Context: an optimization exercise on an open-source flow, tuned for small area, a short achievable clock period and few clock cycles. The choices shown serve that exercise and are no tape-out recipe. Only simulation tests tie the RTL to the original design; equivalence was not proved. Power is estimated from default activity; no workload was simulated.

### flow/flow/run.sh
#!/bin/bash
# Standard layout with two changes to how it is made (the clock period and
# constraints stay the design's): timing repair aims for extra setup slack,
# and the port buffers are plain buffers (buf_2) rather than the resizer's
# default pick.
set -euo pipefail
MARGIN=${MARGIN:-8.25}
bash standard.sh SETUP_SLACK_MARGIN=$MARGIN "BUFFER_PORTS_ARGS=-buffer_cell sky130_fd_sc_hd__buf_2" finish > standard_flow.log 2>&1
### flow/standard.sh
#!/bin/bash
# synth_recipe.tcl (not shown) runs the flow's synth.tcl, then flattens the netlist and writes it again
# the make line also repeats each setting of config.mk as NAME=value (left out here)
make -C /OpenROAD-flow-scripts/flow DESIGN_CONFIG=/design/flow/config.mk WORK_HOME=/design/flow/orfs CLKGATE_MAP_FILE= SYNTH_SCRIPT=/design/flow/synth_recipe.tcl "${@:-finish}"
### flow/config.mk
export PLATFORM = sky130hd
export DESIGN_NAME = Milestone_1
export DESIGN_NICKNAME = Milestone_1
export VERILOG_FILES = /design/flow/design.v
export SDC_FILE = /design/flow/constraint.sdc
export NUM_CORES = 4
export LEC_CHECK = 0
export CAP_MARGIN = 20
export CORE_MARGIN = 2
export CORE_UTILIZATION = 40
export PLACE_DENSITY = 0.6
export SLEW_MARGIN = 20
### flow/constraint.sdc
create_clock -name core_clock -period 12.0 [get_ports {Clock_50}]
set_input_delay 2.4000 -clock core_clock [delete_from_list [all_inputs] [get_ports {Clock_50}]]
set_output_delay 2.4000 -clock core_clock [all_outputs]
set_load 0.01 [all_outputs]
### flow/design.v
`timescale 1ns/100ps
`default_nettype none
module Milestone_1 (
		input logic Clock_50,
		input logic Resetn,
		input logic M1_Start,
		input logic [15:0] SRAM_read_data,
		output logic M1_Finish,
		output logic [15:0] M1_write_data,
		output logic [17:0] M1_address,
		output logic M1_we_n
);
localparam logic [17:0] U_BASE   = 18'd38400;
localparam logic [17:0] V_BASE   = 18'd57600;
localparam logic [17:0] RGB_BASE = 18'd146944;
logic        running;
logic [1:0]  fin_cnt;      
logic        fin_wait;
logic [2:0]  ph;           
logic [7:0]  kk;
logic        lin;          
logic [3:0]  li;           
logic [15:0] ypt;          
logic [16:0] wpt;          
logic ph0, ph1, ph2, ph3, ph4;
assign ph0 = (ph == 3'd0);
assign ph1 = (ph == 3'd1);
assign ph2 = (ph == 3'd2);
assign ph3 = (ph == 3'd3);
assign ph4 = (ph == 3'd4);
logic pair, wait_lead;
assign pair      = (kk >= 8'd2);
assign wait_lead = (kk == 8'd0);
logic l0, l2, l3, l4, l5, l6, l7, l8, l9, l10, l11;
assign l0  = lin & (li == 4'd0);
assign l2  = lin & (li == 4'd2);
assign l3  = lin & (li == 4'd3);
assign l4  = lin & (li == 4'd4);
assign l5  = lin & (li == 4'd5);
assign l6  = lin & (li == 4'd6);
assign l7  = lin & (li == 4'd7);
assign l8  = lin & (li == 4'd8);
assign l9  = lin & (li == 4'd9);
assign l10 = lin & (li == 4'd10);
assign l11 = lin & (li == 4'd11);
logic clamp;
assign clamp = (kk >= 8'd158);
logic is_write;
assign is_write = running & pair & (ph0 | ph1 | ph3);
logic uv_rd_slot;
assign uv_rd_slot = ph2 & (kk != 8'd0) & (kk <= 8'd155);
logic rd_u, rd_v, rd_y;
assign rd_u = l0 | l5 | (uv_rd_slot & kk[0]);
assign rd_v = l2 | l7 | ((kk == 8'd1) & ph1) | (uv_rd_slot & ~kk[0]);
assign rd_y = l9 | (ph4 & (kk != 8'd0) & (kk <= 8'd159));
logic [1:0] uv_off;
assign uv_off = (l0 | l2) ? 2'd0 : (l5 | l7) ? 2'd1 : 2'd2;
logic [17:0] uv_addr;
assign uv_addr = {3'd0, ypt[15:1]} + {2'd0, rd_v ? 8'd225 : 8'd150, 6'd0, uv_off};    
logic row_end, frame_end;
assign row_end   = (kk == 8'd161) & ph4;
assign frame_end = (kk == 8'd161) & ph3 & (ypt == 16'd38400);
always_ff @(posedge Clock_50 or negedge Resetn) begin
	if (!Resetn) begin
		running   <= 1'b0;
		fin_wait  <= 1'b0;
		fin_cnt   <= 2'd0;
		M1_Finish <= 1'b0;
		M1_we_n   <= 1'b1;
		ph        <= 3'd0;
		kk        <= 8'd0;
		lin       <= 1'b0;
		li        <= 4'd0;
		ypt       <= 16'd0;
		wpt       <= RGB_BASE[16:0];
	end else begin
		M1_we_n <= ~is_write;
		if (running) begin
			if (frame_end) begin
				running  <= 1'b0;
				fin_wait <= 1'b1;
			end
			if (row_end) begin
				ph <= 3'd0;
				kk <= 8'd0;
			end else if (wait_lead) begin
				if (l9) kk <= 8'd1;
			end else if (ph4) begin
				ph <= 3'd0;
				kk <= kk + 8'd1;
			end else begin
				ph <= ph + 3'd1;
			end
			if (frame_end) begin
				lin <= 1'b0;
			end else if ((kk == 8'd160) & ph1) begin
				lin <= 1'b1;
				li  <= 4'd0;
			end else if (lin) begin
				li <= li + 4'd1;
				if (li == 4'd11) lin <= 1'b0;
			end
			if (rd_y) ypt <= ypt + 16'd1;
			if (is_write) wpt <= wpt + 17'd1;
		end else if (fin_wait) begin
			fin_cnt <= fin_cnt + 2'd1;
			if (fin_cnt == 2'd1) begin
				M1_Finish <= 1'b1;
				fin_wait  <= 1'b0;
			end
		end else if (M1_Start & ~M1_Finish) begin
			running <= 1'b1;
			lin     <= 1'b1;
			li      <= 4'd0;
		end
	end
end
logic [2:0] ph_n;
always_comb begin
	if (~running | frame_end | row_end | ph4 | wait_lead)
		ph_n = 3'd0;
	else
		ph_n = ph + 3'd1;
end
logic sel_fv, sel_e, sel_w0, sel_w1, en_su, en_sv;
always_ff @(posedge Clock_50) begin
	sel_fv     <= (ph_n == 3'd2);
	en_su      <= (ph_n == 3'd2);
	en_sv      <= (ph_n == 3'd3);
	sel_e      <= (ph_n == 3'd3);
	sel_w0     <= (ph_n == 3'd0);
	sel_w1     <= (ph_n == 3'd1);
end
always_ff @(posedge Clock_50) begin
	if (is_write)
		M1_address <= {1'b1, wpt};
	else if (rd_u | rd_v)
		M1_address <= uv_addr;
	else
		M1_address <= {2'd0, ypt};
end
logic [7:0]  wu0, wu1, wu2, wu3, wu4, wu5;    
logic [7:0]  wv0, wv1, wv2, wv3, wv4, wv5;    
logic [7:0]  pend_h, pend_l;                   
logic [15:0] y_reg;
logic [8:0]  su, sv;                           
logic        nu, nv;                           
logic [7:0]  b0_reg;
wire [7:0] dh = SRAM_read_data[15:8];
wire [7:0] dl = SRAM_read_data[7:0];
logic shift_reg;    
assign shift_reg = pair & ph0;
logic sh_u, sh_v;
assign sh_u = shift_reg | l3 | l4 | l5 | l6 | l8 | l9;
assign sh_v = shift_reg | l5 | l6 | l7 | l8 | l10 | l11;
logic [7:0] u_in, v_in;
always_comb begin
	if (l3 | l8)
		u_in = dh;
	else if (l6 | l9)
		u_in = pend_h;
	else if (clamp | l4 | l5)
		u_in = wu5;
	else if (~kk[0])
		u_in = dh;
	else
		u_in = pend_h;
	if (l5 | l10)
		v_in = dh;
	else if (l8 | l11)
		v_in = pend_l;
	else if (clamp | l6 | l7)
		v_in = wv5;
	else if (~kk[0])
		v_in = pend_h;
	else
		v_in = pend_l;
end
logic ld_pend_h, ld_pend_l, pend_h_dl, pend_v2;
assign pend_v2   = (kk == 8'd1) & ph4;    
assign pend_h_dl = l3 | l8 | (shift_reg & ~kk[0]);
assign ld_pend_h = pend_h_dl | (shift_reg & kk[0]) | pend_v2;
assign ld_pend_l = l5 | l10 | (shift_reg & kk[0]) | pend_v2;
always_ff @(posedge Clock_50) begin
	if (ph2 & ~wait_lead) y_reg <= SRAM_read_data;
	if (sh_u) begin
		wu0 <= wu1; wu1 <= wu2; wu2 <= wu3; wu3 <= wu4; wu4 <= wu5; wu5 <= u_in;
	end
	if (sh_v) begin
		wv0 <= wv1; wv1 <= wv2; wv2 <= wv3; wv3 <= wv4; wv4 <= wv5; wv5 <= v_in;
	end
	if (ld_pend_h) pend_h <= pend_h_dl ? dl : dh;
	if (ld_pend_l) pend_l <= dl;
end
logic [7:0] f0, f1, f2, f3, f4, f5;
assign f0 = sel_fv ? wv0 : wu0;
assign f1 = sel_fv ? wv1 : wu1;
assign f2 = sel_fv ? wv2 : wu2;
assign f3 = sel_fv ? wv3 : wu3;
assign f4 = sel_fv ? wv4 : wu4;
assign f5 = sel_fv ? wv5 : wu5;
wire [8:0] fs1 = {1'b0, f0} + {1'b0, f5};
wire [8:0] fs2 = {1'b0, f1} + {1'b0, f4};
wire [8:0] fs3 = {1'b0, f2} + {1'b0, f3};
logic [9:0] fD13, fD12, fD32;
logic [8:0] fS3;
always_ff @(posedge Clock_50) begin
	fS3  <= fs3;
	fD13 <= {1'b0, fs1} - {1'b0, fs3};
	fD12 <= {1'b0, fs1} - {1'b0, fs2};
	fD32 <= {1'b0, fs3} - {1'b0, fs2};
end
wire [18:0] ftot;
wire ft_w1;
wire ft_w2;
wire ft_w3;
wire ft_w4;
wire ft_w5;
wire ft_w6;
wire ft_w7;
wire ft_w8;
wire ft_w9;
wire ft_w10;
wire ft_w11;
wire ft_w12;
wire ft_w13;
wire ft_w14;
wire ft_w15;
wire ft_w16;
wire ft_w17;
wire ft_w18;
wire ft_w19;
wire ft_w20;
wire ft_w21;
wire ft_w22;
wire ft_w23;
wire ft_w24;
wire ft_w25;
wire ft_w26;
wire ft_w27;
wire ft_w28;
wire ft_w29;
wire ft_w30;
wire ft_w31;
wire ft_w32;
wire ft_w33;
wire ft_w34;
wire ft_w35;
wire ft_w36;
wire ft_w37;
wire ft_w38;
wire ft_w39;
wire ft_w40;
wire ft_w41;
wire ft_w42;
wire ft_w43;
wire ft_w44;
wire ft_w45;
wire ft_w46;
wire ft_w47;
wire ft_w48;
wire ft_w49;
wire ft_w50;
wire ft_w51;
wire ft_w52;
wire ft_w53;
wire ft_w54;
wire ft_w55;
wire ft_w56;
wire ft_w57;
wire ft_w58;
wire ft_w59;
wire ft_w60;
wire ft_w61;
wire ft_w62;
wire ft_w63;
wire ft_w64;
wire ft_w65;
wire ft_w66;
assign {ft_w2, ft_w1} = fD12[5] + fD12[3];
assign {ft_w4, ft_w3} = fD13[8] + fD12[6] + fD12[4];
assign {ft_w6, ft_w5} = fD32[3] + fS3[1];
assign {ft_w8, ft_w7} = fD12[7] + fD12[5] + fD32[4];
assign {ft_w10, ft_w9} = fS3[2] + fD13[9];
assign {ft_w12, ft_w11} = fD12[6] + fD32[5] + fS3[3];
assign {ft_w14, ft_w13} = {~fD13[9]} + {~fD12[8]};
assign {ft_w16, ft_w15} = fD12[7] + fD32[6] + fS3[4];
assign {ft_w18, ft_w17} = fD12[8] + {~fD12[9]};
assign {ft_w20, ft_w19} = fD32[7] + fS3[5];
assign {ft_w22, ft_w21} = fD32[8] + fS3[6];
assign {ft_w24, ft_w23} = fD13[5] + fD12[3];
assign {ft_w26, ft_w25} = fD13[6] + fD12[4] + fD12[2];
assign {ft_w28, ft_w27} = fD32[2] + fS3[0] + ft_w1;
assign {ft_w30, ft_w29} = fD13[7] + ft_w2 + ft_w3;
assign {ft_w32, ft_w31} = ft_w4 + ft_w6 + ft_w7;
assign {ft_w34, ft_w33} = ft_w8 + ft_w10 + ft_w11;
assign {ft_w36, ft_w35} = ft_w12 + ft_w14 + ft_w15;
assign {ft_w38, ft_w37} = ft_w16 + ft_w18 + ft_w19;
assign {ft_w40, ft_w39} = fD12[8] + ft_w20 + ft_w21;
assign {ft_w42, ft_w41} = fS3[7] + ft_w22;
assign {ft_w44, ft_w43} = fD13[4] + fD12[2];
assign {ft_w46, ft_w45} = fD12[1] + fD32[0] + ft_w23;
assign {ft_w48, ft_w47} = fD32[1] + ft_w24 + ft_w25;
assign {ft_w50, ft_w49} = ft_w26 + ft_w27 + {~fD13[7]};
assign {ft_w52, ft_w51} = ft_w5 + ft_w28 + ft_w29;
assign {ft_w54, ft_w53} = ft_w9 + ft_w30 + ft_w31;
assign {ft_w56, ft_w55} = ft_w13 + ft_w32 + ft_w33;
assign {ft_w58, ft_w57} = ft_w17 + ft_w34 + ft_w35;
assign {ft_w60, ft_w59} = ft_w36 + ft_w37 + {~fD12[8]};
assign {ft_w62, ft_w61} = ft_w38 + ft_w39 + {~fD12[9]};
assign {ft_w64, ft_w63} = ft_w40 + ft_w41 + {~fD32[9]};
assign {ft_w66, ft_w65} = ft_w42 + {~fS3[8]};
wire [18:0] ft_ra = {{~fS3[8]}, {~fS3[8]}, {~fS3[8]}, ft_w64, ft_w62, ft_w60, ft_w58, ft_w56, ft_w54, ft_w52, ft_w50, ft_w48, ft_w46, ft_w44, fD12[0], fD13[3], fD13[2], fD13[1], fD13[0]};
wire [18:0] ft_rb = {1'b0, 1'b0, ft_w66, ft_w65, ft_w63, ft_w61, ft_w59, ft_w57, ft_w55, ft_w53, ft_w51, ft_w49, ft_w47, ft_w45, ft_w43, fD12[1], fD12[0], 1'b0, 1'b0};
assign ftot = ft_ra + ft_rb;
always_ff @(posedge Clock_50) begin
	if (en_su) begin
		su <= ftot[16:8];
		nu <= ftot[18];
	end
	if (en_sv) begin
		sv <= ftot[16:8];
		nv <= ftot[18];
	end
end
logic [7:0] ly;
logic [8:0] lu, lv;
logic [10:0] ly5, lu3, lv3;    
logic       lnu, lnv, hnu, hnv;
wire [7:0] ly_n = sel_e ? y_reg[15:8] : y_reg[7:0];
wire [8:0] lu_n = sel_e ? {1'b0, wu2} : su;
wire [8:0] lv_n = sel_e ? {1'b0, wv2} : sv;
always_ff @(posedge Clock_50) begin
	ly  <= ly_n;
	lu  <= lu_n;
	lv  <= lv_n;
	ly5 <= {1'b0, ly_n, 2'b00} + {3'b000, ly_n};
	lu3 <= {1'b0, lu_n, 1'b0} + {2'b00, lu_n};
	lv3 <= {1'b0, lv_n, 1'b0} + {2'b00, lv_n};
	lnu <= ~sel_e & nu;
	lnv <= ~sel_e & nv;
	hnu <= lnu;
	hnv <= lnv;
end
logic pnu, pnv;
assign pnu = hnu;
assign pnv = hnv;
wire [20:0] r_lsum;
wire rlo_w1;
wire rlo_w2;
wire rlo_w3;
wire rlo_w4;
wire rlo_w5;
wire rlo_w6;
wire rlo_w7;
wire rlo_w8;
wire rlo_w9;
wire rlo_w10;
wire rlo_w11;
wire rlo_w12;
wire rlo_w13;
wire rlo_w14;
wire rlo_w15;
wire rlo_w16;
wire rlo_w17;
wire rlo_w18;
wire rlo_w19;
wire rlo_w20;
wire rlo_w21;
wire rlo_w22;
wire rlo_w23;
wire rlo_w24;
wire rlo_w25;
wire rlo_w26;
wire rlo_w27;
wire rlo_w28;
wire rlo_w29;
wire rlo_w30;
wire rlo_w31;
wire rlo_w32;
wire rlo_w33;
wire rlo_w34;
wire rlo_w35;
wire rlo_w36;
wire rlo_w37;
wire rlo_w38;
wire rlo_w39;
wire rlo_w40;
wire rlo_w41;
wire rlo_w42;
wire rlo_w43;
wire rlo_w44;
wire rlo_w45;
wire rlo_w46;
wire rlo_w47;
wire rlo_w48;
wire rlo_w49;
wire rlo_w50;
wire rlo_w51;
wire rlo_w52;
wire rlo_w53;
wire rlo_w54;
wire rlo_w55;
wire rlo_w56;
wire rlo_w57;
wire rlo_w58;
wire rlo_w59;
wire rlo_w60;
wire rlo_w61;
wire rlo_w62;
wire rlo_w63;
wire rlo_w64;
wire rlo_w65;
wire rlo_w66;
wire rlo_w67;
wire rlo_w68;
wire rlo_w69;
wire rlo_w70;
wire rlo_w71;
wire rlo_w72;
wire rlo_w73;
wire rlo_w74;
wire rlo_w75;
wire rlo_w76;
assign {rlo_w2, rlo_w1} = lv[0] + lv[3];
assign {rlo_w4, rlo_w3} = lv[1] + lv[4] + lv3[8];
assign {rlo_w6, rlo_w5} = lv[2] + lv[5] + lv3[9];
assign {rlo_w8, rlo_w7} = ly[1] + lv[3] + lv[6];
assign {rlo_w10, rlo_w9} = ly[2] + ly5[0] + lv[4];
assign {rlo_w12, rlo_w11} = ly5[1] + lv[5] + lv[8];
assign {rlo_w14, rlo_w13} = ly[4] + ly5[2] + lv[6];
assign {rlo_w16, rlo_w15} = ly[5] + ly5[3];
assign {rlo_w18, rlo_w17} = ly[6] + ly5[4] + lv[8];
assign {rlo_w20, rlo_w19} = ly[7] + ly5[5] + lv3[1];
assign {rlo_w22, rlo_w21} = ly[1] + ly5[6] + lv3[2];
assign {rlo_w24, rlo_w23} = lv3[7] + ly[5];
assign {rlo_w26, rlo_w25} = rlo_w2 + rlo_w3 + {~ly[6]};
assign {rlo_w28, rlo_w27} = rlo_w4 + rlo_w5 + {~ly[7]};
assign {rlo_w30, rlo_w29} = lv3[10] + ly[0] + rlo_w6;
assign {rlo_w32, rlo_w31} = lv[7] + lv3[0] + rlo_w8;
assign {rlo_w34, rlo_w33} = lv3[1] + rlo_w10 + rlo_w11;
assign {rlo_w36, rlo_w35} = lv3[2] + ly[3] + rlo_w12;
assign {rlo_w38, rlo_w37} = lv[7] + lv3[3] + rlo_w14;
assign {rlo_w40, rlo_w39} = lv3[0] + lv3[4] + rlo_w16;
assign {rlo_w42, rlo_w41} = lv3[5] + rlo_w18 + rlo_w19;
assign {rlo_w44, rlo_w43} = lv3[6] + ly[0] + rlo_w20;
assign {rlo_w46, rlo_w45} = lv3[3] + {~ly[1]};
assign {rlo_w48, rlo_w47} = lv[0] + lv3[4] + {~ly[2]};
assign {rlo_w50, rlo_w49} = lv[1] + lv3[5] + {~ly[3]};
assign {rlo_w52, rlo_w51} = lv[2] + lv3[6] + ly[4];
assign {rlo_w54, rlo_w53} = rlo_w1 + rlo_w23 + {~ly[4]};
assign {rlo_w56, rlo_w55} = rlo_w24 + rlo_w25 + {~ly[5]};
assign {rlo_w58, rlo_w57} = rlo_w26 + rlo_w27 + {~ly[0]};
assign {rlo_w60, rlo_w59} = rlo_w7 + rlo_w28 + rlo_w29;
assign {rlo_w62, rlo_w61} = rlo_w9 + rlo_w30 + rlo_w31;
assign {rlo_w64, rlo_w63} = rlo_w32 + rlo_w33 + {~ly[3]};
assign {rlo_w66, rlo_w65} = rlo_w13 + rlo_w34 + rlo_w35;
assign {rlo_w68, rlo_w67} = rlo_w15 + rlo_w36 + rlo_w37;
assign {rlo_w70, rlo_w69} = rlo_w17 + rlo_w38 + rlo_w39;
assign {rlo_w72, rlo_w71} = rlo_w40 + rlo_w41 + {~ly[0]};
assign {rlo_w74, rlo_w73} = rlo_w21 + rlo_w42 + rlo_w43;
assign {rlo_w76, rlo_w75} = rlo_w22 + rlo_w44;
wire [20:0] rlo_ra = {1'b0, rlo_w76, rlo_w74, rlo_w72, rlo_w70, rlo_w68, rlo_w66, rlo_w64, rlo_w62, rlo_w60, rlo_w58, rlo_w56, rlo_w54, rlo_w52, rlo_w50, rlo_w48, rlo_w46, {~ly[0]}, lv3[2], lv3[1], lv3[0]};
wire [20:0] rlo_rb = {1'b0, 1'b0, rlo_w75, rlo_w73, rlo_w71, rlo_w69, rlo_w67, rlo_w65, rlo_w63, rlo_w61, rlo_w59, rlo_w57, rlo_w55, rlo_w53, rlo_w51, rlo_w49, rlo_w47, rlo_w45, ly[0], 1'b0, 1'b0};
assign r_lsum = rlo_ra + rlo_rb;
logic [2:0] r_cy;
always_ff @(posedge Clock_50) r_cy <= r_lsum[20:18];
logic [1:0] r_lb;
always_ff @(posedge Clock_50) r_lb <= r_lsum[17:16];
wire [8:0] r_hpre;
wire rhi_w1;
wire rhi_w2;
wire rhi_w3;
wire rhi_w4;
wire rhi_w5;
wire rhi_w6;
wire rhi_w7;
wire rhi_w8;
wire rhi_w9;
wire rhi_w10;
wire rhi_w11;
wire rhi_w12;
wire rhi_w13;
wire rhi_w14;
wire rhi_w15;
wire rhi_w16;
wire rhi_w17;
wire rhi_w18;
wire rhi_w19;
wire rhi_w20;
assign {rhi_w2, rhi_w1} = ly[2] + ly5[7];
assign {rhi_w4, rhi_w3} = ly[3] + ly5[8] + lv3[4];
assign {rhi_w6, rhi_w5} = ly[4] + ly5[9] + lv3[5];
assign {rhi_w8, rhi_w7} = ly[5] + ly5[10] + lv3[6];
assign {rhi_w10, rhi_w9} = lv3[3] + lv3[7];
assign {rhi_w12, rhi_w11} = lv3[8] + rhi_w2 + rhi_w3;
assign {rhi_w14, rhi_w13} = lv3[9] + rhi_w4 + rhi_w5;
assign {rhi_w16, rhi_w15} = lv3[10] + rhi_w6 + rhi_w7;
assign {rhi_w18, rhi_w17} = ly[6] + lv3[7] + rhi_w8;
assign {rhi_w20, rhi_w19} = ly[7] + lv3[8];
wire [8:0] rhi_ra = {1'b0, lv3[10], lv3[9], rhi_w18, rhi_w16, rhi_w14, rhi_w12, rhi_w10, rhi_w1};
wire [8:0] rhi_rb = {1'b0, 1'b0, rhi_w20, rhi_w19, rhi_w17, rhi_w15, rhi_w13, rhi_w11, rhi_w9};
assign r_hpre = rhi_ra + rhi_rb;
logic [8:0] r_hreg;
always_ff @(posedge Clock_50) r_hreg <= r_hpre;
wire [8:0] r_hsum = r_hreg + {6'd0, r_cy} + 9'd456;
wire [10:0] r_sum = {r_hsum, r_lb};
wire [18:0] g_lsum;
wire glo_w1;
wire glo_w2;
wire glo_w3;
wire glo_w4;
wire glo_w5;
wire glo_w6;
wire glo_w7;
wire glo_w8;
wire glo_w9;
wire glo_w10;
wire glo_w11;
wire glo_w12;
wire glo_w13;
wire glo_w14;
wire glo_w15;
wire glo_w16;
wire glo_w17;
wire glo_w18;
wire glo_w19;
wire glo_w20;
wire glo_w21;
wire glo_w22;
wire glo_w23;
wire glo_w24;
wire glo_w25;
wire glo_w26;
wire glo_w27;
wire glo_w28;
wire glo_w29;
wire glo_w30;
wire glo_w31;
wire glo_w32;
wire glo_w33;
wire glo_w34;
wire glo_w35;
wire glo_w36;
wire glo_w37;
wire glo_w38;
wire glo_w39;
wire glo_w40;
wire glo_w41;
wire glo_w42;
wire glo_w43;
wire glo_w44;
wire glo_w45;
wire glo_w46;
wire glo_w47;
wire glo_w48;
wire glo_w49;
wire glo_w50;
wire glo_w51;
wire glo_w52;
wire glo_w53;
wire glo_w54;
wire glo_w55;
wire glo_w56;
wire glo_w57;
wire glo_w58;
wire glo_w59;
wire glo_w60;
wire glo_w61;
wire glo_w62;
wire glo_w63;
wire glo_w64;
wire glo_w65;
wire glo_w66;
wire glo_w67;
wire glo_w68;
wire glo_w69;
wire glo_w70;
wire glo_w71;
wire glo_w72;
wire glo_w73;
wire glo_w74;
wire glo_w75;
wire glo_w76;
wire glo_w77;
wire glo_w78;
wire glo_w79;
wire glo_w80;
wire glo_w81;
wire glo_w82;
wire glo_w83;
wire glo_w84;
wire glo_w85;
wire glo_w86;
wire glo_w87;
wire glo_w88;
wire glo_w89;
wire glo_w90;
wire glo_w91;
wire glo_w92;
assign {glo_w2, glo_w1} = ly[3] + ly5[1];
assign {glo_w4, glo_w3} = ly5[2] + {~lu[3]} + {~lu3[0]};
assign {glo_w6, glo_w5} = ly5[3] + ly[4] + {~lu[4]};
assign {glo_w8, glo_w7} = ly[6] + ly5[4] + ly[5];
assign {glo_w10, glo_w9} = ly[4] + {~lu3[3]};
assign {glo_w12, glo_w11} = ly[5] + {~lu3[4]} + {~lv[2]};
assign {glo_w14, glo_w13} = ly[6] + lu3[5] + lv[3];
assign {glo_w16, glo_w15} = {~ly[7]} + {~lu3[6]};
assign {glo_w18, glo_w17} = ly[1] + ly[0] + {~lu[0]};
assign {glo_w20, glo_w19} = ly5[0] + {~lu[1]} + {~lu3[8]};
assign {glo_w22, glo_w21} = ly[2] + glo_w1 + {~lu[2]};
assign {glo_w24, glo_w23} = {~lu3[9]} + {~lv[0]};
assign {glo_w26, glo_w25} = glo_w2 + glo_w3 + {~lu3[10]};
assign {glo_w28, glo_w27} = lv[1] + lv[8] + ly[4];
assign {glo_w30, glo_w29} = glo_w4 + glo_w5 + {~lu3[1]};
assign {glo_w32, glo_w31} = lv[2] + lv3[0] + ly[5];
assign {glo_w34, glo_w33} = glo_w6 + glo_w7 + {~lu[5]};
assign {glo_w36, glo_w35} = lu3[2] + lv[3] + lv3[1];
assign {glo_w38, glo_w37} = ly[1] + {~lu3[0]};
assign {glo_w40, glo_w39} = ly[2] + lu3[1] + lv[4];
assign {glo_w42, glo_w41} = ly[3] + {~lu3[2]} + {~lv[0]};
assign {glo_w44, glo_w43} = glo_w9 + {~lv[1]} + {~lv[6]};
assign {glo_w46, glo_w45} = glo_w10 + glo_w11 + {~lv[7]};
assign {glo_w48, glo_w47} = glo_w12 + {~lv[8]} + {~ly[5]};
assign {glo_w50, glo_w49} = glo_w15 + {~lv[4]} + {~ly[0]};
assign {glo_w52, glo_w51} = glo_w16 + glo_w17 + {~lu3[7]};
assign {glo_w54, glo_w53} = glo_w18 + glo_w19 + {~lv[6]};
assign {glo_w56, glo_w55} = glo_w20 + glo_w21 + glo_w23;
assign {glo_w58, glo_w57} = glo_w22 + glo_w24 + glo_w25;
assign {glo_w60, glo_w59} = glo_w26 + glo_w29 + {~glo_w28};
assign {glo_w62, glo_w61} = glo_w30 + glo_w33 + {~glo_w32};
assign {glo_w64, glo_w63} = glo_w8 + glo_w34;
assign {glo_w66, glo_w65} = glo_w37 + {~lv[3]};
assign {glo_w68, glo_w67} = glo_w38 + {~ly[1]} + {~glo_w39};
assign {glo_w70, glo_w69} = glo_w41 + {~lv[5]} + {~glo_w40};
assign {glo_w72, glo_w71} = glo_w42 + glo_w43 + {~ly[3]};
assign {glo_w74, glo_w73} = glo_w44 + glo_w45 + {~ly[4]};
assign {glo_w76, glo_w75} = glo_w46 + glo_w47 + {~glo_w13};
assign {glo_w78, glo_w77} = glo_w48 + glo_w49 + {~glo_w14};
assign {glo_w80, glo_w79} = glo_w50 + glo_w51 + {~lv[5]};
assign {glo_w82, glo_w81} = glo_w52 + glo_w53 + {~ly[2]};
assign {glo_w84, glo_w83} = glo_w54 + glo_w55 + {~lv[7]};
assign {glo_w86, glo_w85} = glo_w56 + glo_w57 + {~glo_w27};
assign {glo_w88, glo_w87} = glo_w58 + glo_w59 + {~glo_w31};
assign {glo_w90, glo_w89} = glo_w60 + glo_w61 + {~glo_w35};
assign {glo_w92, glo_w91} = glo_w62 + glo_w63 + {~glo_w36};
wire [18:0] glo_ra = {1'b0, glo_w64, glo_w90, glo_w88, glo_w86, glo_w84, glo_w82, glo_w80, glo_w78, glo_w76, glo_w74, glo_w72, glo_w70, glo_w68, glo_w66, {~ly[0]}, ly[0], {~lv[1]}, lv[0]};
wire [18:0] glo_rb = {1'b0, glo_w92, glo_w91, glo_w89, glo_w87, glo_w85, glo_w83, glo_w81, glo_w79, glo_w77, glo_w75, glo_w73, glo_w71, glo_w69, glo_w67, glo_w65, {~lv[2]}, {~lv[0]}, 1'b0};
assign g_lsum = glo_ra + glo_rb;
logic [2:0] g_cy;
always_ff @(posedge Clock_50) g_cy <= g_lsum[18:16];
wire [10:0] g_hpre;
wire ghi_w1;
wire ghi_w2;
wire ghi_w3;
wire ghi_w4;
wire ghi_w5;
wire ghi_w6;
wire ghi_w7;
wire ghi_w8;
wire ghi_w9;
wire ghi_w10;
wire ghi_w11;
wire ghi_w12;
wire ghi_w13;
wire ghi_w14;
wire ghi_w15;
wire ghi_w16;
wire ghi_w17;
wire ghi_w18;
wire ghi_w19;
wire ghi_w20;
wire ghi_w21;
wire ghi_w22;
wire ghi_w23;
wire ghi_w24;
wire ghi_w25;
wire ghi_w26;
wire ghi_w27;
wire ghi_w28;
wire ghi_w29;
wire ghi_w30;
wire ghi_w31;
wire ghi_w32;
wire ghi_w33;
wire ghi_w34;
wire ghi_w35;
wire ghi_w36;
wire ghi_w37;
wire ghi_w38;
wire ghi_w39;
wire ghi_w40;
wire ghi_w41;
wire ghi_w42;
wire ghi_w43;
wire ghi_w44;
wire ghi_w45;
wire ghi_w46;
wire ghi_w47;
wire ghi_w48;
wire ghi_w49;
wire ghi_w50;
wire ghi_w51;
wire ghi_w52;
wire ghi_w53;
wire ghi_w54;
wire ghi_w55;
wire ghi_w56;
wire ghi_w57;
wire ghi_w58;
wire ghi_w59;
wire ghi_w60;
assign {ghi_w2, ghi_w1} = ly[0] + ly[7];
assign {ghi_w4, ghi_w3} = ly[1] + ly5[6];
assign {ghi_w6, ghi_w5} = ly[2] + ly5[7];
assign {ghi_w8, ghi_w7} = ly5[5] + ghi_w1 + {~lu[6]};
assign {ghi_w10, ghi_w9} = ghi_w2 + ghi_w3 + {~lu[7]};
assign {ghi_w12, ghi_w11} = {~lu3[4]} + {~lv[5]};
assign {ghi_w14, ghi_w13} = ghi_w4 + ghi_w5 + {~lu[8]};
assign {ghi_w16, ghi_w15} = lu3[5] + lv[6] + lv3[4];
assign {ghi_w18, ghi_w17} = ly[3] + ly5[8] + ghi_w6;
assign {ghi_w20, ghi_w19} = lu3[6] + lv[7] + lv3[5];
assign {ghi_w22, ghi_w21} = ly[4] + ly5[9] + {~lu3[7]};
assign {ghi_w24, ghi_w23} = {~lv[8]} + {~lv3[6]};
assign {ghi_w26, ghi_w25} = ly[5] + ly5[10] + {~lu3[8]};
assign {ghi_w28, ghi_w27} = ghi_w7 + {~lu3[3]};
assign {ghi_w30, ghi_w29} = ghi_w8 + ghi_w9 + ghi_w11;
assign {ghi_w32, ghi_w31} = ghi_w10 + ghi_w12 + ghi_w13;
assign {ghi_w34, ghi_w33} = ghi_w14 + ghi_w17 + {~ghi_w16};
assign {ghi_w36, ghi_w35} = ghi_w18 + ghi_w21 + ghi_w23;
assign {ghi_w38, ghi_w37} = ghi_w22 + ghi_w24 + ghi_w25;
assign {ghi_w40, ghi_w39} = ly[6] + ghi_w26 + {~lu3[9]};
assign {ghi_w42, ghi_w41} = ly[7] + {~lu3[10]};
assign {ghi_w44, ghi_w43} = ghi_w27 + {~lv[4]};
assign {ghi_w46, ghi_w45} = ghi_w28 + ghi_w29 + {~lv3[3]};
assign {ghi_w48, ghi_w47} = ghi_w30 + ghi_w31 + {~ghi_w15};
assign {ghi_w50, ghi_w49} = ghi_w32 + ghi_w33 + {~ghi_w19};
assign {ghi_w52, ghi_w51} = ghi_w34 + ghi_w35 + {~ghi_w20};
assign {ghi_w54, ghi_w53} = ghi_w36 + ghi_w37 + {~lv3[7]};
assign {ghi_w56, ghi_w55} = ghi_w38 + ghi_w39 + {~lv3[8]};
assign {ghi_w58, ghi_w57} = ghi_w40 + ghi_w41 + {~lv3[9]};
assign {ghi_w60, ghi_w59} = ghi_w42 + {~lv3[10]};
wire [10:0] ghi_ra = {1'b0, ghi_w60, ghi_w58, ghi_w56, ghi_w54, ghi_w52, ghi_w50, ghi_w48, ghi_w46, ghi_w44, {~lv3[2]}};
wire [10:0] ghi_rb = {1'b0, 1'b0, ghi_w59, ghi_w57, ghi_w55, ghi_w53, ghi_w51, ghi_w49, ghi_w47, ghi_w45, ghi_w43};
assign g_hpre = ghi_ra + ghi_rb;
logic [10:0] g_hreg;
always_ff @(posedge Clock_50) g_hreg <= g_hpre;
wire [10:0] g_hsum = g_hreg + {8'd0, g_cy} + 11'd1375;
wire [10:0] g_sum = g_hsum;
wire [20:0] b_lsum;
wire blo_w1;
wire blo_w2;
wire blo_w3;
wire blo_w4;
wire blo_w5;
wire blo_w6;
wire blo_w7;
wire blo_w8;
wire blo_w9;
wire blo_w10;
wire blo_w11;
wire blo_w12;
wire blo_w13;
wire blo_w14;
wire blo_w15;
wire blo_w16;
wire blo_w17;
wire blo_w18;
wire blo_w19;
wire blo_w20;
wire blo_w21;
wire blo_w22;
wire blo_w23;
wire blo_w24;
wire blo_w25;
wire blo_w26;
wire blo_w27;
wire blo_w28;
wire blo_w29;
wire blo_w30;
wire blo_w31;
wire blo_w32;
wire blo_w33;
wire blo_w34;
wire blo_w35;
wire blo_w36;
wire blo_w37;
wire blo_w38;
wire blo_w39;
wire blo_w40;
wire blo_w41;
wire blo_w42;
wire blo_w43;
wire blo_w44;
wire blo_w45;
wire blo_w46;
wire blo_w47;
wire blo_w48;
wire blo_w49;
wire blo_w50;
wire blo_w51;
wire blo_w52;
wire blo_w53;
wire blo_w54;
wire blo_w55;
wire blo_w56;
wire blo_w57;
wire blo_w58;
wire blo_w59;
wire blo_w60;
wire blo_w61;
wire blo_w62;
wire blo_w63;
wire blo_w64;
wire blo_w65;
wire blo_w66;
wire blo_w67;
wire blo_w68;
wire blo_w69;
wire blo_w70;
wire blo_w71;
wire blo_w72;
wire blo_w73;
wire blo_w74;
wire blo_w75;
wire blo_w76;
wire blo_w77;
wire blo_w78;
wire blo_w79;
wire blo_w80;
wire blo_w81;
wire blo_w82;
wire blo_w83;
wire blo_w84;
wire blo_w85;
wire blo_w86;
wire blo_w87;
wire blo_w88;
wire blo_w89;
wire blo_w90;
wire blo_w91;
wire blo_w92;
assign {blo_w2, blo_w1} = lu[0] + lu3[4];
assign {blo_w4, blo_w3} = lu[1] + lu3[5] + lu3[8];
assign {blo_w6, blo_w5} = lu[2] + lu3[6] + lu3[9];
assign {blo_w8, blo_w7} = lu[0] + lu[3] + lu3[7];
assign {blo_w10, blo_w9} = lu3[10] + ly[0];
assign {blo_w12, blo_w11} = ly5[0] + lu[1] + lu[4];
assign {blo_w14, blo_w13} = lu3[8] + ly[1] + {~ly[2]};
assign {blo_w16, blo_w15} = ly[3] + ly5[1] + lu[2];
assign {blo_w18, blo_w17} = lu[5] + lu3[9] + ly[2];
assign {blo_w20, blo_w19} = ly[4] + ly5[2] + lu[3];
assign {blo_w22, blo_w21} = lu[6] + lu3[10];
assign {blo_w24, blo_w23} = ly[5] + ly5[3] + lu[4];
assign {blo_w26, blo_w25} = ly[6] + ly5[4];
assign {blo_w28, blo_w27} = ly[7] + ly5[5];
assign {blo_w30, blo_w29} = ly5[6] + lu[0] + lu[7];
assign {blo_w32, blo_w31} = lu3[0] + lu3[3];
assign {blo_w34, blo_w33} = lu3[1] + lu3[4];
assign {blo_w36, blo_w35} = lu3[2] + lu3[5];
assign {blo_w38, blo_w37} = lu3[3] + lu3[6];
assign {blo_w40, blo_w39} = lu3[7] + ly[5] + blo_w1;
assign {blo_w42, blo_w41} = blo_w2 + blo_w3 + {~ly[6]};
assign {blo_w44, blo_w43} = blo_w4 + blo_w5 + {~ly[7]};
assign {blo_w46, blo_w45} = blo_w6 + blo_w7 + blo_w9;
assign {blo_w48, blo_w47} = blo_w8 + blo_w10 + blo_w11;
assign {blo_w50, blo_w49} = blo_w12 + blo_w14 + blo_w15;
assign {blo_w52, blo_w51} = blo_w16 + blo_w18 + blo_w19;
assign {blo_w54, blo_w53} = lu[7] + blo_w20 + blo_w22;
assign {blo_w56, blo_w55} = lu[5] + lu[8] + blo_w24;
assign {blo_w58, blo_w57} = lu[6] + blo_w26 + blo_w27;
assign {blo_w60, blo_w59} = ly[0] + blo_w28 + blo_w29;
assign {blo_w62, blo_w61} = blo_w31 + {~ly[1]};
assign {blo_w64, blo_w63} = blo_w32 + blo_w33 + {~ly[2]};
assign {blo_w66, blo_w65} = blo_w34 + blo_w35 + {~ly[3]};
assign {blo_w68, blo_w67} = ly[4] + blo_w36 + blo_w37;
assign {blo_w70, blo_w69} = blo_w38 + blo_w39 + {~ly[4]};
assign {blo_w72, blo_w71} = blo_w40 + blo_w41 + {~ly[5]};
assign {blo_w74, blo_w73} = blo_w42 + blo_w43 + {~ly[0]};
assign {blo_w76, blo_w75} = blo_w44 + blo_w45 + {~ly[1]};
assign {blo_w78, blo_w77} = blo_w13 + blo_w46 + blo_w47;
assign {blo_w80, blo_w79} = blo_w17 + blo_w48 + blo_w49;
assign {blo_w82, blo_w81} = blo_w21 + blo_w50 + blo_w51;
assign {blo_w84, blo_w83} = blo_w23 + blo_w52 + blo_w53;
assign {blo_w86, blo_w85} = blo_w25 + blo_w54 + blo_w55;
assign {blo_w88, blo_w87} = blo_w56 + blo_w57 + {~ly[0]};
assign {blo_w90, blo_w89} = blo_w58 + blo_w59 + {~ly[1]};
assign {blo_w92, blo_w91} = ly[1] + blo_w30 + blo_w60;
wire [20:0] blo_ra = {1'b0, blo_w92, blo_w90, blo_w88, blo_w86, blo_w84, blo_w82, blo_w80, blo_w78, blo_w76, blo_w74, blo_w72, blo_w70, blo_w68, blo_w66, blo_w64, blo_w62, {~ly[0]}, lu3[2], lu3[1], lu3[0]};
wire [20:0] blo_rb = {1'b0, 1'b0, blo_w91, blo_w89, blo_w87, blo_w85, blo_w83, blo_w81, blo_w79, blo_w77, blo_w75, blo_w73, blo_w71, blo_w69, blo_w67, blo_w65, blo_w63, blo_w61, ly[0], 1'b0, 1'b0};
assign b_lsum = blo_ra + blo_rb;
logic [2:0] b_cy;
always_ff @(posedge Clock_50) b_cy <= b_lsum[20:18];
logic [1:0] b_lb;
always_ff @(posedge Clock_50) b_lb <= b_lsum[17:16];
wire [8:0] b_hpre;
wire bhi_w1;
wire bhi_w2;
wire bhi_w3;
wire bhi_w4;
wire bhi_w5;
wire bhi_w6;
wire bhi_w7;
wire bhi_w8;
wire bhi_w9;
wire bhi_w10;
wire bhi_w11;
wire bhi_w12;
wire bhi_w13;
wire bhi_w14;
wire bhi_w15;
wire bhi_w16;
wire bhi_w17;
wire bhi_w18;
wire bhi_w19;
wire bhi_w20;
assign {bhi_w2, bhi_w1} = ly[2] + ly5[7];
assign {bhi_w4, bhi_w3} = ly[3] + ly5[8];
assign {bhi_w6, bhi_w5} = ly[4] + ly5[9];
assign {bhi_w8, bhi_w7} = ly[5] + ly5[10];
assign {bhi_w10, bhi_w9} = lu[1] + lu[8];
assign {bhi_w12, bhi_w11} = lu[2] + bhi_w2 + bhi_w3;
assign {bhi_w14, bhi_w13} = lu[3] + bhi_w4 + bhi_w5;
assign {bhi_w16, bhi_w15} = lu[4] + bhi_w6 + bhi_w7;
assign {bhi_w18, bhi_w17} = ly[6] + lu[5] + bhi_w8;
assign {bhi_w20, bhi_w19} = ly[7] + lu[6];
wire [8:0] bhi_ra = {1'b0, lu[8], lu[7], bhi_w18, bhi_w16, bhi_w14, bhi_w12, bhi_w10, bhi_w1};
wire [8:0] bhi_rb = {1'b0, 1'b0, bhi_w20, bhi_w19, bhi_w17, bhi_w15, bhi_w13, bhi_w11, bhi_w9};
assign b_hpre = bhi_ra + bhi_rb;
logic [8:0] b_hreg;
always_ff @(posedge Clock_50) b_hreg <= b_hpre;
wire [8:0] b_hsum = b_hreg + {6'd0, b_cy} + 9'd442;
wire [10:0] b_sum = {b_hsum, b_lb};
function automatic [7:0] clip(input logic [10:0] s, input logic neg);
	if (neg | s[10])
		clip = 8'd0;
	else if (|s[9:8])
		clip = 8'd255;
	else
		clip = s[7:0];
endfunction
logic [7:0] r_px, g_px, b_px;
assign r_px = clip(r_sum, pnv);
assign g_px = clip(g_sum, pnu | pnv);
assign b_px = clip(b_sum, pnu);
always_ff @(posedge Clock_50) begin
	b0_reg <= b_px;
	if (sel_w0)
		M1_write_data <= {r_px, g_px};
	else if (sel_w1)
		M1_write_data <= {b0_reg, r_px};
	else
		M1_write_data <= {g_px, b_px};
end
endmodule
==> results of run 1 <==
==> synth_stat cells (14+ instances only) <==
master	count
nand2b_1	16
nor2b_1	34
a21o_1	43
mux2_2	81
xor2_1	50
dfrtp_1	49
clkbuf_1	14
o21a_1	17
edfxtp_1	148
nor2_1	94
fa_1	175
o21bai_1	24
a21oi_1	96
xnor2_1	99
nand3_1	27
a31oi_1	15
o21ai_0	80
dfxtp_1	184
o221ai_1	20
inv_1	413
nor3_1	21
ha_1	263
nand2_1	109
nand4_1	16
mux2i_1	21
==> through the flow <==
stage / cells / area (um2)
2_1_floorplan: 2268 / 24800
3_3_place_gp: 3087 / 26000
3_5_place_dp: 3087 / 26000
4_1_cts: 3199 / 27900
5_1_grt: 3217 / 28200
6_report: 3217 / 28200
==> cell families (layout without fill, tap and decap cells) <==
kind of cell | after synthesis | count (layout)
compound gates | 368 | 368
xor+xnor | 149 | 149
fa+ha+maj | 438 | 438
buf+inv | 450 | 609
flops | 387 | 387
mux | 102 | 102
simple gates | 374 | 374
==> worst max-delay path by stage <==
stage,startpoint,endpoint,slack [ns],cells past startpoint
6_report,ly5[2],g_cy[2],8.31,14
3_5_place_dp,ly[3],b_cy[1],7.67,13
3_3_place_gp,ly[3],b_cy[1],7.75,13
5_1_grt,ly5[1],g_hreg[10],8.17,15
4_1_cts,ly5[1],g_cy[1],8.24,16
2_1_floorplan,ly[3],b_cy[1],8.24,13
==> area by class of cell <==
class,instances,area [um2]
Clock buffer,64,1250
Clock inverter,18,168
Tap cell,790,988
Inverter,416,1580
Sequential cell,387,9590
Timing Repair Buffer,111,808
Fill cell,5661,33200
Multi-Input combinational cell,1431,13900
==> power by group through the flow <==
stage	registers (mW)	clock network (mW)	logic (mW)
floorplan	1.41	0	0.420
global placement	1.42	0	0.529
detailed placement	1.42	0	0.541
CTS	1.39	1.35	0.593
global route	1.39	1.40	0.731
finish	1.39	1.32	0.639
==> routing by layer <==
metal | GRT usage | part of all wire
met5 | 0 | 0.00030
met4 | 0.0548 | 0.027
met1 | 0.244 | 0.47
met3 | 0.0268 | 0.034
met2 | 0.295 | 0.47
==> repair_timing <==
action | in CTS | in global routing
hold buffers | 0 | 0
pin swaps | 23 | 44
endpoints found under the setup margin | 36 | 35
cloned | 1 | 1
buffers inserted | 29 | 17
resized for setup | 54 | 60
==> critical path, cell delays in order (launching register included) <==
cell and delay [ns]:
dfxtp_4 0.37, inv_2 0.04, fa_1 0.52, inv_1 0.05, fa_1 0.48, inv_1 0.06, fa_1 0.46, fa_1 0.51
inv_2 0.05, ha_4 0.23, a211oi_2 0.22, a31o_2 0.19, a21oi_2 0.06, a21o_1 0.19, a21o_1 0.15
==> impl_metrics.toml, run 1 <==
[status]
outcome = "complete, no violations"

[layout]
reg_top3 = "M1_address x18, wpt x17"
drive_gt1_frac = 0.162
layout_common_cells = "inv_1, ha_1, fa_1"
largest_reg_flops = 18
syn_to_final_growth_pct = 14.0
layout.cells.most_common = "inv_1"
final_util = 0.459
fin_nets = 2848
antenna_cells = 0
largest-register = "M1_address"

[hold_path]
hold_depth = 0
min_path_type = "reg2reg"
hold_start = "lnu"
min_to = "hnu"

[die]
die_h_um = 253
core_area_mm2 = 0.0615
initial_core_util = 0.403
ios = 55
num_rows = 91
die_width_um = 253
dieArea_mm2 = 0.0640

[yosys]
synth_xor_area_frac = 0.0527
synth_area_leaders = "edfxtp_1, dfxtp_1, fa_1"
synth_top_flop_cell = "dfxtp_1"
synth_seq_cells = 387
synth.distinct_cells = 94
synthesis.nets = 2725
synth_compound_area_frac = 0.0985
avgSynthCellArea_um2 = 10.9
yosys.area_share.simple = 0.0759
yosysTopAreaCellShare = 0.179
netlist_instances = 2268
synth_fa_ha_area_frac = 0.274
synthArstFlopShare = 0.142
syn_area_mm2 = 0.0248
ys_warn_count = 1
seq_area_frac_synth = 0.384
synth_edf_count = 148
synth_top_cell_by_area = "edfxtp_1"
synth.area.mux_share = 0.0453
synth_top_family_by_area = "adder cells"

[pwr]
clkPwrFrac = 0.394
swShare = 0.272
p_total_mw = 3.34
p_int_mw = 2.44
p_seq_frac = 0.415
peakVddDrop_uv = 94.3
p_leak_nw = 12.8
pwr-share-comb = 0.191
powerDensity_mw_per_mm2 = 118
p_sw_mw = 0.908

[clocking]
cts.sinks = 387
cts_root_buf = "clkbuf_16"
htreeDepth = 2
insertion_delay_ns = 0.58
clockBufferDepth = 3
cts.clk_slew.worst_paths_ns = 0.06
cts_tree = "done"
cts-buffers-inserted = 44

[flow_run]
drv_cap = 0

[timing]
period_needed_ns = 3.69
timing.hold.ws_ns = 0.325
fin_crit_sh = 0.308
setup_tns_ns = 0
rsz0062_at_grt = "yes"
finClkSkew_ns = 0.0193
fmax_ghz = 0.271
maxSlewViolCount = 0
hold_viol = 0
timing.slew.headroom = 0.498
worst-slew-pin-transition_ns = 0.753
worst_slack_ns = 8.31
setup_viol = 0

[route]
drt-total-wl_mm = 57.0
ant_nets = 0
drc_errors = 0
detail_route.iter0.violations = 792
vias = 16100
first_pass_iters = 5
wl_per_cell_um = 17.7
post_drt_via_cell_ratio = 5.00

[worst_setup_path]
crit_path_start_kind = "flop"
cp.required_ns = 12.46
cp_max_fo = 2
cp-end-kind = "flop"
r2r_end = "g_cy[2]"
worst_r2r_startpoint = "ly5[2]"
reg2reg_slack_ns = 8.31
r2r_cells = 14
crit_type = "reg2reg"
arrival_ns = 4.16

[global_routing]
antenna_found_initial = 1
grt_max_degree = 56
grtUsageTotal = 0.179
grt_pass1_vias = 16600
grt.overflow.total = 0
grt_pass1_wl_mm = 89.2

[placed_design]
dp_slack_ns = 7.67
dp_hpwl_mm = 44.0
globalplace.congestion = 0.865
io_buffers = 54
Testbench counts, summed over its fixed seeds: cycles 774,760.
==> run 2: changes to the inputs <==
--- a/flow/config.mk
+++ b/flow/config.mk
@@ -7,6 +7,6 @@
 export LEC_CHECK = 0
 export CAP_MARGIN = 20
 export CORE_MARGIN = 2
-export CORE_UTILIZATION = 40
-export PLACE_DENSITY = 0.6
+export CORE_UTILIZATION = 55
+export PLACE_DENSITY = 0.7
 export SLEW_MARGIN = 20
==> run 2 against run 1 <==
  * Still clean
  * Synthesized cell count stayed put
  * Setup slack lost 0.018 ns
  * Clock power decreased by 5%
  * Cell area fell by 1.5%
  * Core utilization grew 17 points
  * Combinational power is 3% lower
  * Via count grew 1.2%
  * Power down 2.3%
  * Count of clock-buffer cells in the layout decreased by 10
  * Critical path type unchanged
  * Largest power group unchanged
==> impl_metrics.toml, run 2 <==
[timing]
worst-slew-pin-transition_ns = 0.758
setup_tns_ns = 0
maxSlewViolCount = 0
setup_viol = 0
finClkSkew_ns = 0.0156
timing.hold.ws_ns = 0.336
fmax_ghz = 0.269
timing.slew.headroom = 0.495
fin_crit_sh = 0.309
period_needed_ns = 3.71
rsz0062_at_grt = "yes"
hold_viol = 0

[worst_setup_path]
arrival_ns = 4.01
cp.required_ns = 12.30
cp_max_fo = 4
crit_path_start_kind = "flop"
crit_chain = "fa_1 -> inv_1 -> fa_1 -> fa_1 -> inv_2 -> ha_4 -> and3_4 -> a221oi_4 -> o21ai_2 -> o41ai_4 -> buf_4 -> o21bai_1 -> xor2_1"
slowest_stage = "fa_1"
crit_type = "reg2reg"
cp-end-kind = "flop"
crit_path_frequent_cell = "fa_1"
slowest_delay_ns = 0.56

[flow_run]
drv_cap = 0

[yosys]
seq_area_frac_synth = 0.384
synth.distinct_cells = 94
yosys-top-cells-count = "inv_1, ha_1, dfxtp_1, fa_1, edfxtp_1"
synth_seq_cells = 387
synth_top_cell_by_area = "edfxtp_1"
synthesis.nets = 2725
synthArstFlopShare = 0.142
synth_area_leaders = "edfxtp_1, dfxtp_1, fa_1"
yosysMostFrequentCell = "inv_1"
synth_top_flop_cell = "dfxtp_1"
ys_warn_count = 1
avgSynthCellArea_um2 = 10.9
netlist_instances = 2268
syn_area_mm2 = 0.0248
synth_edf_count = 148
yosysTopAreaCellShare = 0.179

[clocking]
cts-buffers-inserted = 42
cts_hold_buf = 0
cts.clk_slew.worst_paths_ns = 0.06
cts.sinks = 387
insertion_delay_ns = 0.57
htreeDepth = 2
clockBufferDepth = 3
cts_root_buf = "clkbuf_16"
cts_tree = "done"

[pwr]
powerDensity_mw_per_mm2 = 117
p_total_mw = 3.27
p_leak_nw = 12.7
peakVddDrop_uv = 131

[global_routing]
grtUsageTotal = 0.243
grt_max_degree = 59
grt.overflow.total = 0
antenna_found_initial = 1
grt_pass1_wl_mm = 89.1
grt_pass1_vias = 16900

[route]
first_pass_iters = 5
detail_route.iter0.violations = 899
post_drt_via_cell_ratio = 5.41
ant_nets = 0
drt-total-wl_mm = 55.7
vias = 16300
wl_per_cell_um = 18.5
drc_errors = 0

[placed_design]
dp_hpwl_mm = 42.8
place_area_mm2 = 0.0257
placed_cells = 2889
globalplace.congestion = 0.908
io_buffers = 54

[layout]
reg_top3 = "M1_address x18, wpt x17"
antenna_cells = 0
finalInstanceArea_mm2 = 0.0278
fin_nets = 2843
layout_common_cells = "inv_1, ha_1, fa_1"
layout.cells.most_common = "inv_1"
largest-register = "M1_address"
syn_to_final_growth_pct = 12.3
drive_gt1_frac = 0.153
nFillCells = 3527
final-instance-count-excl-fill = 3011
largest_reg_flops = 18

[die]
ios = 55
num_rows = 77
core_area_mm2 = 0.0443
initial_core_util = 0.559
die_h_um = 216
die_width_um = 216
dieArea_mm2 = 0.0468

[status]
outcome = "complete, no violations"

[hold_path]
min_path_type = "reg2reg"
==> run 2: cell counts after synthesis <==
Identical to the previous run, type by type.
==> run 2: cells by family after synthesis <==
group	after synthesis	synth area share
xor+xnor	149	0.0527
compound gates	368	0.0985
simple gates	374	0.0759
flops	387	0.384
mux	102	0.0453
fa+ha+maj	438	0.274
buf+inv	450	0.0698
==> run 2: repair_timing <==
action                     in CTS  in global routing
gates cloned                    0                  2
pin swaps                       8                 48
gates resized for setup        37                 63
buffers inserted               21                 22
setup endpoints to repair      35                 37
==> run 2: worst max-delay path, delay by kind of cell, from the launching register on <==
family	cells	cell delay (ns)
compound gates	4	0.75
xor+xnor	1	0.17
flops	1	0.34
buf+inv	3	0.28
fa+ha+maj	4	1.76
simple gates	1	0.16
==> run 2: per-layer routing <==
layer	track usage	vias to the layer above	wire length [um]
met5	0	-	8
li1	-	7828	-
met2	0.398	317	26100
met4	0.0712	2	1450
met1	0.337	8050	25800
met3	0.0362	80	2390
==> run 2: final timing paths <==
path	start	end	slack, ns	cells past startpoint
worst max-delay path	fD12[4]	su[8]	8.29	13
worst min-delay path	lnv	hnv	0.34	0
worst max register to register	fD12[4]	su[8]	8.29	13
worst min register to register	lnv	hnv	0.34	0
max in group asynchronous	Resetn	kk[2]	9.55	2
min in group asynchronous	Resetn	ypt[5]	1.98	2
==> run 2: layout make-up <==
type                       instances  area [um2]  share of cell area
inverter                         416        1580              0.0567
clock buffer                      54        1120              0.0401
sequential                       387        9580               0.344
clock inverter                    23         209             0.00751
tap                              592         741              0.0266
timing repair buffer             108         762              0.0274
multi-input combinational       1431       13800               0.498
==> run 2: report_power, final <==
group | switching, mW | internal, mW | leakage, nW | total, mW
Clock | 0.530 | 0.725 | 0.650 | 1.25
Combinational | 0.330 | 0.291 | 8.49 | 0.622
Sequential | 0.0139 | 1.38 | 3.58 | 1.39
==> run 2: per-stage QoR <==
step / util / setup WS [ns]
floorplan: - / 8.24
global placement: 0.580 / 7.77
detailed placement: 0.580 / 7.71
CTS: 0.617 / 8.21
global route: 0.628 / 8.13
finish: 0.628 / 8.29

-- re-timing with driven ports --
How much do the figures lean on ideal ports? The routed layouts below were timed once more, with nothing changed but the port constraints.
Step 1: set_driving_cell puts a clkbuf_16 on Clock_50 and a buf_2 on each other input, an assumption about the parent block.
Step 2 also shifts input and output timing later by t, the mid clock arrival at the registers, as if the neighbouring blocks saw the same clock.
Slacks: ideal ports / drivers / drivers and shift; pairs: ideal ports / drivers.
| run | t (ns) | setup slack, ns | worst setup path after step 2 |
|---|---|---|---|
| run 1 | 0.636 | 8.307 / 8.307 / 8.249 | input to register |
| run 2 | 0.619 | 8.289 / 8.289 / 8.217 | input to register |
After both steps setup and hold are still met in every run listed. The setup slack of run 2, which loses most, moves by 0.000 ns with the drivers and by -0.072 ns with both steps.
